This design comes from an exercise in tuning for small area on the open sky130 flow, not from production work. Function not checked in this run: the RTL went through the layout flow alone.

`flow/design.v`:
```
module rtlfa32_4(s, cout, a, b, cin, clk);
	input [31:0] a, b;
	input cin, clk;
	output cout;
	output [31:0] s;
	wire [31:0] bs;           
	wire [32:0] k;            
	wire [7:0] bc;            
	assign bs[0] = a[0] ^ b[0] ^ cin;
	assign k[1] = (a[0] & b[0]) | (a[0] & cin) | (b[0] & cin);
	assign bs[1] = a[1] ^ b[1] ^ k[1];
	assign k[2] = (a[1] & b[1]) | (a[1] & k[1]) | (b[1] & k[1]);
	assign bs[2] = a[2] ^ b[2] ^ k[2];
	assign k[3] = (a[2] & b[2]) | (a[2] & k[2]) | (b[2] & k[2]);
	assign bs[3] = a[3] ^ b[3] ^ k[3];
	assign k[4] = (a[3] & b[3]) | (a[3] & k[3]) | (b[3] & k[3]);
	assign bc[0] = k[4];
	assign bs[4] = a[4] ^ b[4];
	assign k[5] = a[4] & b[4];
	assign bs[5] = a[5] ^ b[5] ^ k[5];
	assign k[6] = (a[5] & b[5]) | (a[5] & k[5]) | (b[5] & k[5]);
	assign bs[6] = a[6] ^ b[6] ^ k[6];
	assign k[7] = (a[6] & b[6]) | (a[6] & k[6]) | (b[6] & k[6]);
	assign bs[7] = a[7] ^ b[7] ^ k[7];
	assign k[8] = (a[7] & b[7]) | (a[7] & k[7]) | (b[7] & k[7]);
	assign bc[1] = k[8];
	assign bs[8] = a[8] ^ b[8];
	assign k[9] = a[8] & b[8];
	assign bs[9] = a[9] ^ b[9] ^ k[9];
	assign k[10] = (a[9] & b[9]) | (a[9] & k[9]) | (b[9] & k[9]);
	assign bs[10] = a[10] ^ b[10] ^ k[10];
	assign k[11] = (a[10] & b[10]) | (a[10] & k[10]) | (b[10] & k[10]);
	assign bs[11] = a[11] ^ b[11] ^ k[11];
	assign k[12] = (a[11] & b[11]) | (a[11] & k[11]) | (b[11] & k[11]);
	assign bc[2] = k[12];
	assign bs[12] = a[12] ^ b[12];
	assign k[13] = a[12] & b[12];
	assign bs[13] = a[13] ^ b[13] ^ k[13];
	assign k[14] = (a[13] & b[13]) | (a[13] & k[13]) | (b[13] & k[13]);
	assign bs[14] = a[14] ^ b[14] ^ k[14];
	assign k[15] = (a[14] & b[14]) | (a[14] & k[14]) | (b[14] & k[14]);
	assign bs[15] = a[15] ^ b[15] ^ k[15];
	assign k[16] = (a[15] & b[15]) | (a[15] & k[15]) | (b[15] & k[15]);
	assign bc[3] = k[16];
	assign bs[16] = a[16] ^ b[16];
	assign k[17] = a[16] & b[16];
	assign bs[17] = a[17] ^ b[17] ^ k[17];
	assign k[18] = (a[17] & b[17]) | (a[17] & k[17]) | (b[17] & k[17]);
	assign bs[18] = a[18] ^ b[18] ^ k[18];
	assign k[19] = (a[18] & b[18]) | (a[18] & k[18]) | (b[18] & k[18]);
	assign bs[19] = a[19] ^ b[19] ^ k[19];
	assign k[20] = (a[19] & b[19]) | (a[19] & k[19]) | (b[19] & k[19]);
	assign bc[4] = k[20];
	assign bs[20] = a[20] ^ b[20];
	assign k[21] = a[20] & b[20];
	assign bs[21] = a[21] ^ b[21] ^ k[21];
	assign k[22] = (a[21] & b[21]) | (a[21] & k[21]) | (b[21] & k[21]);
	assign bs[22] = a[22] ^ b[22] ^ k[22];
	assign k[23] = (a[22] & b[22]) | (a[22] & k[22]) | (b[22] & k[22]);
	assign bs[23] = a[23] ^ b[23] ^ k[23];
	assign k[24] = (a[23] & b[23]) | (a[23] & k[23]) | (b[23] & k[23]);
	assign bc[5] = k[24];
	assign bs[24] = a[24] ^ b[24];
	assign k[25] = a[24] & b[24];
	assign bs[25] = a[25] ^ b[25] ^ k[25];
	assign k[26] = (a[25] & b[25]) | (a[25] & k[25]) | (b[25] & k[25]);
	assign bs[26] = a[26] ^ b[26] ^ k[26];
	assign k[27] = (a[26] & b[26]) | (a[26] & k[26]) | (b[26] & k[26]);
	assign bs[27] = a[27] ^ b[27] ^ k[27];
	assign k[28] = (a[27] & b[27]) | (a[27] & k[27]) | (b[27] & k[27]);
	assign bc[6] = k[28];
	assign bs[28] = a[28] ^ b[28];
	assign k[29] = a[28] & b[28];
	assign bs[29] = a[29] ^ b[29] ^ k[29];
	assign k[30] = (a[29] & b[29]) | (a[29] & k[29]) | (b[29] & k[29]);
	assign bs[30] = a[30] ^ b[30] ^ k[30];
	assign k[31] = (a[30] & b[30]) | (a[30] & k[30]) | (b[30] & k[30]);
	assign bs[31] = a[31] ^ b[31] ^ k[31];
	assign k[32] = (a[31] & b[31]) | (a[31] & k[31]) | (b[31] & k[31]);
	assign bc[7] = k[32];
	reg [31:0] ps;
	reg [7:0] pc;
	always @(posedge clk) begin
		ps <= bs;
		pc <= bc;
	end
	wire [8:1] ci;
	wire [31:4] t;            
	wire [31:0] rs;
	assign ci[1] = pc[0];
	assign ci[2] = pc[1] | (&ps[7:4] & ci[1]);
	assign ci[3] = pc[2] | (&ps[11:8] & ci[2]);
	assign ci[4] = pc[3] | (&ps[15:12] & ci[3]);
	assign ci[5] = pc[4] | (&ps[19:16] & ci[4]);
	assign ci[6] = pc[5] | (&ps[23:20] & ci[5]);
	assign ci[7] = pc[6] | (&ps[27:24] & ci[6]);
	assign ci[8] = pc[7] | (&ps[31:28] & ci[7]);
	assign rs[3:0] = ps[3:0];
	assign t[4] = ci[1];
	assign rs[4] = ps[4] ^ t[4];
	assign t[5] = ps[4] & t[4];
	assign rs[5] = ps[5] ^ t[5];
	assign t[6] = ps[5] & t[5];
	assign rs[6] = ps[6] ^ t[6];
	assign t[7] = ps[6] & t[6];
	assign rs[7] = ps[7] ^ t[7];
	assign t[8] = ci[2];
	assign rs[8] = ps[8] ^ t[8];
	assign t[9] = ps[8] & t[8];
	assign rs[9] = ps[9] ^ t[9];
	assign t[10] = ps[9] & t[9];
	assign rs[10] = ps[10] ^ t[10];
	assign t[11] = ps[10] & t[10];
	assign rs[11] = ps[11] ^ t[11];
	assign t[12] = ci[3];
	assign rs[12] = ps[12] ^ t[12];
	assign t[13] = ps[12] & t[12];
	assign rs[13] = ps[13] ^ t[13];
	assign t[14] = ps[13] & t[13];
	assign rs[14] = ps[14] ^ t[14];
	assign t[15] = ps[14] & t[14];
	assign rs[15] = ps[15] ^ t[15];
	assign t[16] = ci[4];
	assign rs[16] = ps[16] ^ t[16];
	assign t[17] = ps[16] & t[16];
	assign rs[17] = ps[17] ^ t[17];
	assign t[18] = ps[17] & t[17];
	assign rs[18] = ps[18] ^ t[18];
	assign t[19] = ps[18] & t[18];
	assign rs[19] = ps[19] ^ t[19];
	assign t[20] = ci[5];
	assign rs[20] = ps[20] ^ t[20];
	assign t[21] = ps[20] & t[20];
	assign rs[21] = ps[21] ^ t[21];
	assign t[22] = ps[21] & t[21];
	assign rs[22] = ps[22] ^ t[22];
	assign t[23] = ps[22] & t[22];
	assign rs[23] = ps[23] ^ t[23];
	assign t[24] = ci[6];
	assign rs[24] = ps[24] ^ t[24];
	assign t[25] = ps[24] & t[24];
	assign rs[25] = ps[25] ^ t[25];
	assign t[26] = ps[25] & t[25];
	assign rs[26] = ps[26] ^ t[26];
	assign t[27] = ps[26] & t[26];
	assign rs[27] = ps[27] ^ t[27];
	assign t[28] = ci[7];
	assign rs[28] = ps[28] ^ t[28];
	assign t[29] = ps[28] & t[28];
	assign rs[29] = ps[29] ^ t[29];
	assign t[30] = ps[29] & t[29];
	assign rs[30] = ps[30] ^ t[30];
	assign t[31] = ps[30] & t[30];
	assign rs[31] = ps[31] ^ t[31];
	reg [32:0] r1, r2, r3, r4, r5, r6, r7;
	always @(posedge clk) begin
		r1 <= {ci[8], rs};
		r2 <= r1;
		r3 <= r2;
		r4 <= r3;
		r5 <= r4;
		r6 <= r5;
		r7 <= r6;
	end
	assign {cout, s} = r7;
endmodule
```
`flow/flow/run.sh`:
```
#!/bin/bash
# Standard ORFS layout, with the port buffers made of the smallest buffer
# (sky130_fd_sc_hd__buf_1) instead of the default choice.
set -euo pipefail
bash standard.sh finish \
  "BUFFER_PORTS_ARGS=-buffer_cell sky130_fd_sc_hd__buf_1" \
  > standard.log 2>&1
```
`flow/standard.sh`:
```
#!/bin/bash
# synth_recipe.tcl (not shown) runs the flow's synth.tcl, then flattens the netlist and writes it again
# the make line also repeats each setting of config.mk as NAME=value (left out here)
make -C /OpenROAD-flow-scripts/flow DESIGN_CONFIG=/design/flow/config.mk WORK_HOME=/design/flow/orfs CLKGATE_MAP_FILE= SYNTH_SCRIPT=/design/flow/synth_recipe.tcl "${@:-finish}"
```
`flow/config.mk`:
```
export PLATFORM = sky130hd
export DESIGN_NAME = rtlfa32_4
export DESIGN_NICKNAME = rtlfa32_4
export VERILOG_FILES = /design/flow/design.v
export SDC_FILE = /design/flow/constraint.sdc
export NUM_CORES = 4
export LEC_CHECK = 0
export ABC_AREA = 1
export CAP_MARGIN = 20
export CORE_MARGIN = 2
export CORE_UTILIZATION = 40
export CTS_BUF_LIST = sky130_fd_sc_hd__clkbuf_4 sky130_fd_sc_hd__clkbuf_8
export SLEW_MARGIN = 20
```
`flow/constraint.sdc`:
```
create_clock -name core_clock -period 2.0 [get_ports {clk}]
set_input_delay 0.4000 -clock core_clock [delete_from_list [all_inputs] [get_ports {clk}]]
set_output_delay 0.4000 -clock core_clock [all_outputs]
set_load 0.01 [all_outputs]
```
==> flow_summary.ini <==
[floorplanning]
fp.dieW_um = 133.4
start_util = 0.4067
dieHeight_um = 133.4
die_area_sq_um = 17790
rows = 47
ioPinCount = 99
fp.coreArea_sq_um = 16470

[pwr]
total_leakage_power_nw = 3.681
p_per_area_nw_per_um2 = 1454
report.power.total_w = 0.01208
clockPowerShare = 0.371
power.share.sequential = 0.579
peakVddDrop_mv = 0.4559
switching_power_w = 0.002497
switching_share = 0.2066
intPower_w = 0.009585
combPwrFrac = 0.049

[critical_path]
rrSetupSlack_ps = 130
r2r_end = r1[26]
worstPathArrival_ps = 2280
cp-start-kind = flop
cp-endpoint = r1[26]
worstSetupPathType = flop to flop
ff2ff_path_depth = 14
cp-end-kind = flop
r2r_start = pc[0]
critPathRequiredTime_ps = 2400
crit_fanout = 2
crit_start = pc[0]

[cts]
clk_latency_ps = 510
cts_tree = yes
clk_pin_slew_worst_paths_ps = 60
cts.sinks = 271
htree_num_levels = 2
root_buffer = clkbuf_8
numCtsBuffers = 41
clock_path_buffers = 3

[route]
drt-initial-drc-count = 52
ant_nets = 0
drc = 0
dr_total_vias = 2898
dr.pass1.iters = 2
drt-total-wl_mm = 7.630
viasPerCell = 3.578
wl_per_cell_um = 9.420

[finish]
final_cells = 810
diodes = 0
drive_gt1_frac = 0.1746
num-nets-final = 682
area_growth_syn_to_layout_pct = 24.08

[sta]
worst_slew_pin_slew_ps = 176.0
fin_ws_ps = 126.0
fin_crit_sh = 0.9370
layout_min_cycle_time_ps = 1874
maxSlewHeadroom = 0.8832
finalSetupViolations = 0
max_freq_mhz = 533.6
slew_viol_final = 0
hold_violations = 0
clock_skew_ps = 16.00

[global_routing]
grt_max_degree = 12
antenna_found_initial = 0
grt_overflow = 0
gr-usage-all-layers = 0.08995
grt_pass1_wl_mm = 12.91
grt_pass1_vias = 3117

[run]
cap_violations = 0

[yosys]
synth_cell_types = 12
synthesis.instances = 415
syn_nets = 534
synth-seq-cells = 271
synth_warnings = 1
avgSynthCellArea_sq_um = 16.14
synth_top_area_frac = 0.8102
synth.top_cells.by_area = dfxtp_1 (81%), fa_1 (7.5%), ha_1 (5.2%), inv_1 (2.8%), nand2_2 (0.93%)
yosysSeqAreaShare = 0.8102
netlist_area_sq_um = 6696
synth_top_area_cell = dfxtp_1

[placed_design]
dp.cells = 733
port-buffer-count = 98
place_congestion = 0.7286
dpl.hpwl_mm = 4.968
place_ws_ps = -132.5

[hold_path]
min_from = b[8]
hp-class = input pin to flop

[outcome]
status = complete, no violations
[registers in the layout (all words and copies together), names as in the netlist]
name  count
r1       33
r6       33
r5       33
r4       33
pc        8
r2       33
r3       33
ps       32
r7       33
[worst min-delay path by stage]
stage | endpoint | slack [ps] | depth (start not counted)
final | ps[8] | 100 | 2
after CTS | ps[8] | 60 | 2
after global routing | ps[28] | 90 | 2
after floorplan | r1[0] | 310 | 0
after detailed placement | r1[2] | 310 | 0
after global placement | r5[4] | 310 | 0
[logic make-up after synthesis]
logic type,Yosys count,synth area share
compound gates,1,0.001681
xor+xnor,7,0.009156
flops,271,0.8102
buf+inv,51,0.02859
fa+ha+maj,53,0.1271
simple gates,32,0.02335
[cells in the final DEF, fill, tap and decap left out, drive strengths merged, types with 2 or more instances in the layout]
cell	instances
ha	28
nand2	25
fa	25
xor2	7
clkinvlp	2
buf	105
clkinv	3
nor2	6
dfxtp	271
inv	52
clkbuf	63
[critical path, stage by stage (launching register included)]
cell	delay [ps]
dfxtp_2	330
nand3_2	90
o21bai_4	170
nand2_2	70
nand2_2	80
nand2_2	50
nand2_2	80
nand2_2	50
nand2_2	70
nand2_2	50
nand2_2	80
buf_4	100
ha_1	130
ha_2	160
ha_2	260
[timing repair]
action | CTS | global route
endpoints found under the setup margin | 0 | 2
setup buffers | 0 | 7
hold buffers | 0 | 0
resized for setup | 0 | 14
[power groups by stage]
stage | registers [W] | clock network (W) | logic, W
after floorplan | 0.00710 | 0 | 0.000223
after global placement | 0.00709 | 0 | 0.000541
after detailed placement | 0.00713 | 0 | 0.000567
after CTS | 0.00701 | 0.00469 | 0.000575
after global routing | 0.00713 | 0.00492 | 0.000701
final | 0.00700 | 0.00448 | 0.000598
[metal layers]
layer | vias to the layer above | routed length (um) | global-route usage
met3 | 22 | 555 | 0.03767
met4 | 0 | 238 | 0.06797
met5 | - | 0 | 0
met1 | 1238 | 3360 | 0.09595
li1 | 1546 | - | -
met2 | 92 | 3477 | 0.1423
[Yosys cell counts]
cell type  number
dfxtp_1       271
fa_1           25
ha_1           28
inv_1          50
inv_2           1
nand2_1        15
nand2_2        10
nand3_1         1
nor2_1          2
nor2_2          4
o21bai_2        1
xor2_1          7
[stage by stage]
step           hold slack, ps  setup TNS, ps    util  area, sq um
2_1_floorplan           309.6              0       -         6696
3_3_place_gp            309.9         -40.07  0.4457         7340
3_5_place_dp            312.1         -429.2  0.4457         7340
4_1_cts                 62.49              0  0.4978         8197
5_1_grt                 86.33         -11.34  0.5046         8309
6_report                100.6              0  0.5046         8309
[area by class of cell]
type | instances | area (sq um)
fill | 1422 | 8157
sequential | 271 | 5430
multi-input combinational | 93 | 1135
clock buffer | 63 | 785.8
timing repair buffer | 105 | 420.4
tap | 220 | 275.3
inverter | 51 | 191.4
clock inverter | 7 | 71.32

==> re-timing with driven ports <==
The flow's constraints put no driver on any port. The routed layout listed below was extracted and timed again, unchanged, in two steps. Step 1 assumes that a clkbuf_16 drives the clock port and a buf_2 every other input. Step 2 times the ports against the registers' clock, not the clock port: input delays grow and output delays shrink by t, the midpoint of the rising clock arrivals with the driver on. a / b / c = no drivers / after step 1 / after step 2; a / b = the first two.
t, ns: 0.539
setup slack, ns: 0.126 / 0.126 / -0.134
hold WS [ns]: 0.101 / 0.089 / 0.322
slew at the worst register clock pin (ns): 0.06 / 0.06
pins driven straight from the clock port: 1
Met with ideal ports but missed after step 2: setup timing in this run. For this run, drivers alone change the setup slack by 0.000 ns; drivers and shift together by -0.260 ns.
